Source: an optimization exercise on an open RTL-to-GDS flow (aim: small area and a short achievable clock period). Production flows keep margins and buffers that such runs may drop.
RTL that was checked went through simulation tests only; none was proved equivalent to the original.
Power figures rest on the tool's default switching activity, not on a simulated workload.

==> flow/design.v <==
`timescale 1ns / 1ps
module lab4_2( 
              input wire      mode,
              input wire[2:0] opCode,
              input wire[3:0] value,
              input clk,
              input reset,
              output reg[9:0] result,
              output reg cacheFull,
              output reg invalidOp,
              output reg overflow);
    reg [5:0]   mem[0:31];
    reg [31:14] memx;
    reg [9:0]  p1;      
    reg [11:0] p1x3;    
    reg [5:0]  cnt;     
    reg [4:0]  nxt;     
    reg        last;    
    reg [6:0]  cur;     
    reg [3:0]  tgt;     
    wire [2:0] cop = cur[6:4];
    wire [3:0] cv  = cur[3:0];
    wire full  = cnt[5];
    wire empty = (cnt == 6'd0);
    wire valid = (opCode[1:0] != 2'b11);
    wire store = !mode && !full && valid;
    wire exec  = mode && !empty;
    wire jump  = cop[2] & cop[1];
    function isjump;
        input [6:0] e;
        isjump = e[6] & e[5];
    endfunction
    wire [11:0] sum = result + cv + (cop[0] ? p1 : 10'd0);
    function [9:0] row;
        input [1:0] d;
        input [9:0] b;
        input [9:0] b3;
        case (d)
            2'd0: row = 10'd0;
            2'd1: row = b;
            2'd2: row = {b[8:0], 1'b0};
            default: row = b3;
        endcase
    endfunction
    wire [9:0] r0 = row(result[1:0], p1, p1x3[9:0]);
    wire [9:0] r1 = row(result[3:2], p1, p1x3[9:0]);
    wire [9:0] r2 = row(result[5:4], p1, p1x3[9:0]);
    wire [9:0] r3 = row(result[7:6], p1, p1x3[9:0]);
    wire [9:0] r4 = row(result[9:8], p1, p1x3[9:0]);
    function [1:0] fa;
        input a, b, c;
        fa = {(a & b) | (a & c) | (b & c), a ^ b ^ c};
    endfunction
    function [1:0] ha;
        input a, b;
        ha = {a & b, a ^ b};
    endfunction
    wire t1, t2, t3, t4, t5, t6, t7, t8, t9, t10, t11, t12, t13, t14, t15, t16, t17, t18, t19, t20, t21, t22, t23, t24, t25, t26, t27, t28;
    assign {t2, t1} = ha(r0[8], r1[6]);
    assign {t4, t3} = fa(r0[9], r1[7], r2[5]);
    assign {t6, t5} = ha(r0[6], r1[4]);
    assign {t8, t7} = fa(r0[7], r1[5], r2[3]);
    assign {t10, t9} = fa(t1, r2[4], r3[2]);
    assign {t12, t11} = fa(t3, r3[3], r4[1]);
    assign {t14, t13} = ha(cv[2], r0[2]);
    assign {t16, t15} = fa(cv[3], r0[3], r1[1]);
    assign {t18, t17} = fa(r0[4], r1[2], r2[0]);
    assign {t20, t19} = fa(r0[5], r1[3], r2[1]);
    assign {t22, t21} = fa(t5, r2[2], r3[0]);
    assign {t24, t23} = fa(t7, r3[1], t6);
    assign {t26, t25} = fa(t9, r4[0], t8);
    assign {t28, t27} = fa(t11, t2, t10);
    wire [9:0] mx = {t27, t25, t23, t21, t19, t17, t15, t13, cv[1], cv[0]};
    wire [9:0] my = {t26, t24, t22, t20, t18, t16, t14, r1[0], r0[1], r0[0]};
    wire mcout = t4 | t12 | t28;
    wire [10:0] plo = mx + my;
    function rowhi;
        input [1:0]  d;
        input        ge1;    
        input        ge2;    
        input        ge3;    
        case (d)
            2'd0: rowhi = 1'b0;
            2'd1: rowhi = ge1;
            2'd2: rowhi = ge2;
            default: rowhi = ge3;
        endcase
    endfunction
    wire mhi = rowhi(result[1:0], 1'b0,        p1[9],       |p1x3[11:10])
             | rowhi(result[3:2], |p1[9:8],    |p1[9:7],    |p1x3[11:8])
             | rowhi(result[5:4], |p1[9:6],    |p1[9:5],    |p1x3[11:6])
             | rowhi(result[7:6], |p1[9:4],    |p1[9:3],    |p1x3[11:4])
             | rowhi(result[9:8], |p1[9:2],    |p1[9:1],    |p1x3[11:2]);
    wire movf = plo[10] | mcout | mhi;
    wire [3:0] pop = result[0] + result[1] + result[2] + result[3] + result[4]
                   + result[5] + result[6] + result[7] + result[8] + result[9];
    wire [9:0] rev = {result[0], result[1], result[2], result[3], result[4],
                      result[5], result[6], result[7], result[8], result[9]};
    reg [9:0] nres;
    reg       novf;
    always @* begin
        case (cop[2:1])
            2'b00:   begin nres = sum[9:0]; novf = sum[11:10] != 2'd0; end
            2'b01:   begin nres = plo[9:0]; novf = movf; end
            default: begin nres = cop[0] ? rev : {6'd0, pop}; novf = 1'b0; end
        endcase
    end
    wire [5:0] tgt1  = tgt + 6'd1;
    wire [5:0] nxt1  = nxt + 6'd1;
    wire [4:0] nidx1 = last ? tgt1[4:0] : nxt1[4:0];
    wire       nlast = last ? (tgt1 == cnt) : (nxt1 == cnt);
    reg [5:0] rd;                                        
    reg       rxs;                                       
    integer k;
    always @* begin
        rd  = 6'd0;
        rxs = 1'b0;
        for (k = 0; k < 32; k = k + 1)
            rd = rd | (mem[k] & {6{last ? (tgt == k) : (nxt == k)}});
        for (k = 14; k < 32; k = k + 1)
            rxs = rxs | (memx[k] & (last ? (tgt == k) : (nxt == k)));
    end
    wire       below14 = last ? (tgt < 4'd14) : (nxt < 5'd14);
    wire       rx      = below14 ? (rd[5:1] == 5'b11111) : rxs;
    wire [6:0] rdat = rx ? {2'b10, rd[0], rd[3:0]}
                         : {rd[5] & rd[4], rd[5:4] == 2'b11 ? 2'b10 : rd[5:4], rd[3:0]};
    wire       wx    = opCode[2] & ~opCode[1];
    wire [6:0] wcode = {wx, opCode[2] ? 2'b11 : opCode[1:0],
                        wx ? {3'b111, opCode[0]} : value};
    wire [6:0] wc = {opCode, value};
    wire [3:0] tw = isjump(wc)   ? value      : 4'd0;     
    wire [3:0] te = isjump(rdat) ? rdat[3:0]  : tgt;      
    always @(posedge clk) begin
        if (store)
            mem[cnt[4:0]] <= wcode[5:0];
        for (k = 14; k < 32; k = k + 1)
            if (store && cnt[4:0] == k)
                memx[k] <= wcode[6];
        if (empty) begin
            cur <= wc;
            tgt <= tw;
        end else if (mode) begin
            cur <= rdat;
            tgt <= te;
        end
    end
    always @(posedge clk or posedge reset) begin
        if (reset) begin
            result    <= 10'd0;
            p1        <= 10'd0;
            p1x3      <= 12'd0;
            overflow  <= 1'b0;
            cacheFull <= 1'b0;
            invalidOp <= 1'b0;
            cnt       <= 6'd0;
            nxt       <= 5'd1;
            last      <= 1'b0;
        end else begin
            if (!mode) begin
                if (full)
                    cacheFull <= 1'b1;
                else begin
                    invalidOp <= !valid;
                    if (valid) begin
                        cnt  <= cnt + 6'd1;
                        last <= empty;
                    end
                end
            end else if (!empty) begin
                nxt   <= nidx1;
                last  <= nlast;
                if (!jump) begin
                    result   <= nres;
                    p1       <= result;
                    p1x3     <= {2'd0, result} + {1'b0, result, 1'b0};
                    overflow <= novf;
                end
            end
        end
    end
endmodule
Settings: LEC_CHECK=0, CAP_MARGIN=20, CORE_MARGIN=2, CORE_UTILIZATION=40, CTS_BUF_LIST=sky130_fd_sc_hd__clkbuf_8, CTS_CLUSTER_DIAMETER=100, CTS_CLUSTER_SIZE=12, SETUP_SLACK_MARGIN=4.1, SLEW_MARGIN=20; clock period 8.0 ns.
standard.sh (not shown) runs the stock make flow with config.mk's settings and CLKGATE_MAP_FILE= SYNTH_SCRIPT=/design/flow/synth_recipe.tcl, a recipe that flattens the netlist after the stock synthesis.
==> flow/flow/run.sh <==
#!/bin/bash
# The standard layout (the standard.sh, unchanged synthesis), except that
# the port buffers are sky130_fd_sc_hd__buf_2 cells rather than the delay
# buffer that buffer_ports picks by default. Full tool output goes to
# standard.log here; ORFS's own per-step logs stay under orfs/logs.
set -euo pipefail
export BUFFER_PORTS_ARGS="-buffer_cell sky130_fd_sc_hd__buf_2"
bash standard.sh > standard.log 2>&1
Rerun with:
--- a/flow/design.v
+++ b/flow/design.v
@@ -12,10 +12,11 @@
     reg [5:0]   mem[0:31];
     reg [31:14] memx;
     reg [9:0]  p1;      
     reg [11:0] p1x3;    
     reg [5:0]  cnt;     
+    reg [3:0]  start;   
     reg [4:0]  nxt;     
     reg        last;    
     reg [6:0]  cur;     
     reg [3:0]  tgt;     
     wire [2:0] cop = cur[6:4];
@@ -126,11 +127,11 @@
                          : {rd[5] & rd[4], rd[5:4] == 2'b11 ? 2'b10 : rd[5:4], rd[3:0]};
     wire       wx    = opCode[2] & ~opCode[1];
     wire [6:0] wcode = {wx, opCode[2] ? 2'b11 : opCode[1:0],
                         wx ? {3'b111, opCode[0]} : value};
     wire [6:0] wc = {opCode, value};
-    wire [3:0] tw = isjump(wc)   ? value      : 4'd0;     
+    wire [3:0] tw = isjump(wc)   ? value      : start;    
     wire [3:0] te = isjump(rdat) ? rdat[3:0]  : tgt;      
     always @(posedge clk) begin
         if (store)
             mem[cnt[4:0]] <= wcode[5:0];
         for (k = 14; k < 32; k = k + 1)
@@ -151,10 +152,11 @@
             p1x3      <= 12'd0;
             overflow  <= 1'b0;
             cacheFull <= 1'b0;
             invalidOp <= 1'b0;
             cnt       <= 6'd0;
+            start     <= 4'd0;
             nxt       <= 5'd1;
             last      <= 1'b0;
         end else begin
             if (!mode) begin
                 if (full)
@@ -167,10 +169,11 @@
                     end
                 end
             end else if (!empty) begin
                 nxt   <= nidx1;
                 last  <= nlast;
+                start <= tgt;
                 if (!jump) begin
                     result   <= nres;
                     p1       <= result;
                     p1x3     <= {2'd0, result} + {1'b0, result, 1'b0};
                     overflow <= novf;
What happened: Die area climbs by 1.2%. Sequential cell count is higher by 4. Critical path depth is lower by 6. Design area drops by 0.63%. Utilization drops by 1.2 points. Sequential power grows by about 2%. Global-route usage went up by 0.73 points. Combinational power goes down by 21%.
Only the layout flow was run in the first run of this note; the RTL was not checked for function there.

========
// lab4_2: RTL as listed in full above, without the edits since
Settings: LEC_CHECK=0, CAP_MARGIN=20, CORE_MARGIN=2, CORE_UTILIZATION=40, CTS_BUF_LIST=sky130_fd_sc_hd__clkbuf_8, CTS_CLUSTER_DIAMETER=100, CTS_CLUSTER_SIZE=14, SETUP_SLACK_MARGIN=4.1, SLEW_MARGIN=20; clock period 8.0 ns.
run.sh (not shown) runs the stock make flow with config.mk's settings and CLKGATE_MAP_FILE= SYNTH_SCRIPT=/design/flow/synth_recipe.tcl, a recipe that flattens the netlist after the stock synthesis.
Stock flow here: none of the scripts above is used.
The baseline passed the timing, design-rule and antenna checks.
Change:
--- a/flow/design.v
+++ b/flow/design.v
@@ -7,15 +7,15 @@
               input reset,
               output reg[9:0] result,
               output reg cacheFull,
               output reg invalidOp,
               output reg overflow);
-    reg [5:0]   mem[0:31];
-    reg [31:14] memx;
+    reg [6:0] mem[0:31];
     reg [9:0]  p1;      
     reg [11:0] p1x3;    
     reg [5:0]  cnt;     
+    reg [3:0]  start;   
     reg [4:0]  nxt;     
     reg        last;    
     reg [6:0]  cur;     
     reg [3:0]  tgt;     
     wire [2:0] cop = cur[6:4];
@@ -103,41 +103,25 @@
             2'b00:   begin nres = sum[9:0]; novf = sum[11:10] != 2'd0; end
             2'b01:   begin nres = plo[9:0]; novf = movf; end
             default: begin nres = cop[0] ? rev : {6'd0, pop}; novf = 1'b0; end
         endcase
     end
-    wire [5:0] tgt1  = tgt + 6'd1;
-    wire [5:0] nxt1  = nxt + 6'd1;
-    wire [4:0] nidx1 = last ? tgt1[4:0] : nxt1[4:0];
-    wire       nlast = last ? (tgt1 == cnt) : (nxt1 == cnt);
-    reg [5:0] rd;                                        
-    reg       rxs;                                       
+    wire [4:0] nidx = last ? {1'b0, tgt} : nxt;        
+    wire [5:0] nidx1 = nidx + 6'd1;
+    reg [6:0] rdat;                                      
     integer k;
     always @* begin
-        rd  = 6'd0;
-        rxs = 1'b0;
+        rdat = 7'd0;
         for (k = 0; k < 32; k = k + 1)
-            rd = rd | (mem[k] & {6{last ? (tgt == k) : (nxt == k)}});
-        for (k = 14; k < 32; k = k + 1)
-            rxs = rxs | (memx[k] & (last ? (tgt == k) : (nxt == k)));
+            rdat = rdat | (mem[k] & {7{last ? (tgt == k) : (nxt == k)}});
     end
-    wire       below14 = last ? (tgt < 4'd14) : (nxt < 5'd14);
-    wire       rx      = below14 ? (rd[5:1] == 5'b11111) : rxs;
-    wire [6:0] rdat = rx ? {2'b10, rd[0], rd[3:0]}
-                         : {rd[5] & rd[4], rd[5:4] == 2'b11 ? 2'b10 : rd[5:4], rd[3:0]};
-    wire       wx    = opCode[2] & ~opCode[1];
-    wire [6:0] wcode = {wx, opCode[2] ? 2'b11 : opCode[1:0],
-                        wx ? {3'b111, opCode[0]} : value};
     wire [6:0] wc = {opCode, value};
-    wire [3:0] tw = isjump(wc)   ? value      : 4'd0;     
+    wire [3:0] tw = isjump(wc)   ? value      : start;    
     wire [3:0] te = isjump(rdat) ? rdat[3:0]  : tgt;      
     always @(posedge clk) begin
         if (store)
-            mem[cnt[4:0]] <= wcode[5:0];
-        for (k = 14; k < 32; k = k + 1)
-            if (store && cnt[4:0] == k)
-                memx[k] <= wcode[6];
+            mem[cnt[4:0]] <= wc;
         if (empty) begin
             cur <= wc;
             tgt <= tw;
         end else if (mode) begin
             cur <= rdat;
@@ -151,10 +135,11 @@
             p1x3      <= 12'd0;
             overflow  <= 1'b0;
             cacheFull <= 1'b0;
             invalidOp <= 1'b0;
             cnt       <= 6'd0;
+            start     <= 4'd0;
             nxt       <= 5'd1;
             last      <= 1'b0;
         end else begin
             if (!mode) begin
                 if (full)
@@ -165,12 +150,13 @@
                         cnt  <= cnt + 6'd1;
                         last <= empty;
                     end
                 end
             end else if (!empty) begin
-                nxt   <= nidx1;
-                last  <= nlast;
+                nxt   <= nidx1[4:0];
+                last  <= (nidx1 == cnt);
+                start <= tgt;
                 if (!jump) begin
                     result   <= nres;
                     p1       <= result;
                     p1x3     <= {2'd0, result} + {1'b0, result, 1'b0};
                     overflow <= novf;
Effect: The new run finished with timing, DRC and antenna clean; power rose by about 5%; wire length is higher by about 7%; clock skew grows by 0.0074 ns; maximum frequency went down by 2.2%; count of clock-buffer cells in the layout increases by 2; global-route usage goes up by 0.15 points; core utilization drops by 0.27 points; cell area climbs by about 5%; synthesized cell count rose by about 3.2%.
No functional check of the RTL was part of any run of this note.

-- what the ideal ports hide --
How much do the figures lean on ideal ports? The routed layouts below were timed once more, with nothing changed but the port constraints. Step 1 sets driving cells, clkbuf_16 on the clock port and buf_2 on the other inputs (assumed; they add their load-dependent delay and slew). Step 2 adds t to the input delays and takes it off the output delays; t is the mean of the earliest and latest rising clock arrival at the registers after step 1. Input paths then give back, and output paths get back, about the clock's delay inside the block. Three values: no drivers, after step 1, after step 2; two values: the first two.
run	shift t [ns]	setup WS [ns]	worst setup path at the end	worst data-port slew with drivers (ns)	cell pins on the clock port's net
the first run of note 1	0.639	4.007 / 4.007 / 4.007	register to register	0.03	1
the second run of note 1	0.649	4.165 / 4.165 / 3.782	input to register	0.03	1
the first run of note 2	0.632	3.975 / 3.975 / 3.675	input to register	0.03	1
the second run of note 2	0.651	3.884 / 3.884 / 3.812	input to register	0.04	1
After both steps every run listed still meets setup and hold. The setup slack of the second run of note 1, which loses most, moves by 0.000 ns with the drivers and by -0.383 ns with both steps.
